What follows belongs to an exercise in optimizing a design on an open flow for small area and a short achievable clock period; a production flow would make more cautious choices.
Power figures rest on the tool's default switching activity, not on a simulated workload.

the previous run:
## pipelined_divider
module pipelined_divider (input             clock,
                          input             reset,
                          input             input_valid,
                          input       [5:0] input_tag,
                          input      [23:0] divisor,
                          input      [31:0] dividend,
                          output reg        output_valid,
                          output reg  [5:0] output_tag,
                          output reg [31:0] quotient,
                          output reg [31:0] remainder);
Settings: LEC_CHECK=0, ABC_AREA=1, ABC_CLOCK_PERIOD_IN_PS=3000, CAP_MARGIN=20, CORE_MARGIN=2, CORE_UTILIZATION=40, CTS_CLUSTER_DIAMETER=80, CTS_CLUSTER_SIZE=30, SETUP_SLACK_MARGIN=4.25, SLEW_MARGIN=20; clock period 7.0 ns.
standard.sh (not shown) runs the stock make flow with config.mk's settings and CLKGATE_MAP_FILE= SYNTH_SCRIPT=/design/flow/synth_recipe.tcl, a recipe that flattens the netlist after the stock synthesis.
==> flow/flow/run.sh <==
#!/bin/bash
set -euo pipefail
here=$(cd "$(dirname "$0")" && pwd)
source "$here/vars.sh"
bash standard.sh > flow.log 2>&1
==> flow/flow/vars.sh <==
# ORFS variables for this flow (see run.sh)
# No full-adder cell mapping in synthesis: ABC maps the adders itself.
export ADDER_MAP_FILE=
# Port buffers: a plain buffer rather than the default pick (a delay cell).
export BUFFER_PORTS_ARGS="-buffer_cell sky130_fd_sc_hd__buf_2"
The previous run: all stages complete, timing, DRC and antenna checks passed
Edits applied to the flow inputs when going from the previous run to the current run:
--- a/flow/design.v
+++ b/flow/design.v
@@ -6,63 +6,55 @@
                           input      [23:0] divisor,
                           input      [31:0] dividend,
                           output reg        output_valid,
                           output reg  [5:0] output_tag,
                           output reg [31:0] quotient,
                           output reg [31:0] remainder);
-    reg        v0;
-    reg  [5:0] t0;
-    reg [31:0] a0;
-    reg [23:0] d0;
-    reg        z0;
-    reg        n0;
     wire       in_z = (divisor == 24'd0);
-    always @(posedge clock) begin
-        v0 <= reset ? 1'b0 : input_valid;
-        t0 <= input_tag;
-        a0 <= dividend ^ {32{dividend[31]}};   
-        d0 <= {divisor[23:1], divisor[0] | in_z};
-        z0 <= in_z;
-        n0 <= dividend[31];
-    end
+    wire       v0 = input_valid;
+    wire [5:0] t0 = input_tag;
+    wire [31:0] a0 = dividend ^ {32{dividend[31]}};   
+    wire [23:0] d0 = {divisor[23:1], divisor[0] | in_z};
+    wire       z0 = in_z;
+    wire       n0 = dividend[31];
     wire [31:0] x0 = a0;
     wire [1:0] x2 = {x0[31], x0[30]};
     wire [1:0] dl2 = d0[1:0];
     wire hz2 = (d0[23:2] == 22'd0);
     wire [3:0] dl2_3 = {2'd0, dl2} + {1'd0, dl2, 1'b0};
     wire [4:0] s2_1 = {3'd0, x2} - {3'd0, dl2};
     wire [4:0] s2_2 = {3'd0, x2} - {2'd0, dl2, 1'b0};
     wire [4:0] s2_3 = {3'd0, x2} - {1'd0, dl2_3};
     wire c2_1 = hz2 & ~s2_1[4], c2_2 = hz2 & ~s2_2[4], c2_3 = hz2 & ~s2_3[4];
     wire [1:0] r2_c = c2_2 ? (c2_3 ? s2_3[1:0] : s2_2[1:0]) : (c2_1 ? s2_1[1:0] : x2[1:0]);
-    wire [3:0] x4 = {r2_c, x0[29], x0[28]};
-    wire [3:0] dl4 = d0[3:0];
-    wire hz4 = (d0[23:4] == 20'd0);
-    wire [5:0] dl4_3 = {2'd0, dl4} + {1'd0, dl4, 1'b0};
-    wire [6:0] s4_1 = {3'd0, x4} - {3'd0, dl4};
-    wire [6:0] s4_2 = {3'd0, x4} - {2'd0, dl4, 1'b0};
-    wire [6:0] s4_3 = {3'd0, x4} - {1'd0, dl4_3};
-    wire c4_1 = hz4 & ~s4_1[6], c4_2 = hz4 & ~s4_2[6], c4_3 = hz4 & ~s4_3[6];
-    wire [3:0] r4_c = c4_2 ? (c4_3 ? s4_3[3:0] : s4_2[3:0]) : (c4_1 ? s4_1[3:0] : x4[3:0]);
     reg        v1, n1, z1;
     reg  [5:0] t1;
     reg [23:0] d1;
-    reg [27:0] a1;
-    reg [31:28] q1;
-    reg [3:0] r1;
+    reg [29:0] a1;
+    reg [31:30] q1;
+    reg [1:0] r1;
     always @(posedge clock) begin
         v1 <= reset ? 1'b0 : v0;
         t1 <= t0;
         n1 <= n0;
         z1 <= z0;
         d1 <= d0;
-        a1 <= x0[27:0];
-        q1 <= {c2_2, (c2_2 ? c2_3 : c2_1), c4_2, (c4_2 ? c4_3 : c4_1)};
-        r1 <= r4_c;
+        a1 <= x0[29:0];
+        q1 <= {c2_2, (c2_2 ? c2_3 : c2_1)};
+        r1 <= r2_c;
     end
-    wire [5:0] x6 = {r1, a1[27], a1[26]};
+    wire [3:0] x4 = {r1, a1[29], a1[28]};
+    wire [3:0] dl4 = d1[3:0];
+    wire hz4 = (d1[23:4] == 20'd0);
+    wire [5:0] dl4_3 = {2'd0, dl4} + {1'd0, dl4, 1'b0};
+    wire [6:0] s4_1 = {3'd0, x4} - {3'd0, dl4};
+    wire [6:0] s4_2 = {3'd0, x4} - {2'd0, dl4, 1'b0};
+    wire [6:0] s4_3 = {3'd0, x4} - {1'd0, dl4_3};
+    wire c4_1 = hz4 & ~s4_1[6], c4_2 = hz4 & ~s4_2[6], c4_3 = hz4 & ~s4_3[6];
+    wire [3:0] r4_c = c4_2 ? (c4_3 ? s4_3[3:0] : s4_2[3:0]) : (c4_1 ? s4_1[3:0] : x4[3:0]);
+    wire [5:0] x6 = {r4_c, a1[27], a1[26]};
     wire [5:0] dl6 = d1[5:0];
     wire hz6 = (d1[23:6] == 18'd0);
     wire [7:0] dl6_3 = {2'd0, dl6} + {1'd0, dl6, 1'b0};
     wire [8:0] s6_1 = {3'd0, x6} - {3'd0, dl6};
     wire [8:0] s6_2 = {3'd0, x6} - {2'd0, dl6, 1'b0};
     wire [8:0] s6_3 = {3'd0, x6} - {1'd0, dl6_3};
@@ -78,13 +70,13 @@
         v2 <= reset ? 1'b0 : v1;
         t2 <= t1;
         n2 <= n1;
         z2 <= z1;
         d2 <= d1;
         a2 <= a1[25:0];
-        q2 <= {q1, c6_2, (c6_2 ? c6_3 : c6_1)};
+        q2 <= {q1, c4_2, (c4_2 ? c4_3 : c4_1), c6_2, (c6_2 ? c6_3 : c6_1)};
         r2 <= r6_c;
     end
     wire [7:0] x8 = {r2, a2[25], a2[24]};
     wire [7:0] dl8 = d2[7:0];
     wire hz8 = (d2[23:8] == 16'd0);
     wire [9:0] dl8_3 = {2'd0, dl8} + {1'd0, dl8, 1'b0};
- Number of antenna violations at the first check in global routing: the current run higher than the previous run
- [compare] base=the previous run new=the current run: proportion of final cell area spent on non-clock buffers increased 1.9 points, final critical delay including setup and external delays went up 0.027 ns, synthesis-to-layout area growth saw an increase.
- In the current run relative to the previous run, final cell count had gone up slightly.
- Taking the previous run as the reference, in the current run critical path depth rose by 3; global-route wire length before repair rose by 4.7%.
- Taking the current run over the previous run, the combinational power ratio works out to 1.11.
- The current run has less setup slack than the previous run.
Function was not checked in any run of this note: the RTL went through the layout flow alone.

-- afterwards: timing with drivers on the ports --
The flow's constraints put no driver on any port. The routed layouts listed below were extracted and timed again, unchanged, in two steps. Step 1 (the two cells are an assumption about what drives the block):
set clk [get_ports {clock}]
set_driving_cell -lib_cell sky130_fd_sc_hd__clkbuf_16 $clk
set_driving_cell -lib_cell sky130_fd_sc_hd__buf_2 [delete_from_list [all_inputs] $clk]
Step 2 moves the port delays by t, midway between the first and last clock arrival at a register: inputs arrive t later, outputs are due t later. That takes back most of the time a late clock gives input paths. a / b / c = ideal / step 1 / step 2; a / b = the first two.
| run | t, ns | setup slack, ns | worst hold slack (ns) | worst setup path at the end |
|---|---|---|---|---|
| the previous run | 0.844 | 3.851 / 3.851 / 3.851 | 0.318 / 0.318 / 0.318 | register to register |
| the current run | 0.857 | 3.823 / 3.823 / 3.823 | 0.312 / 0.312 / 0.312 | register to register |
After both steps setup and hold are still met in every run listed.
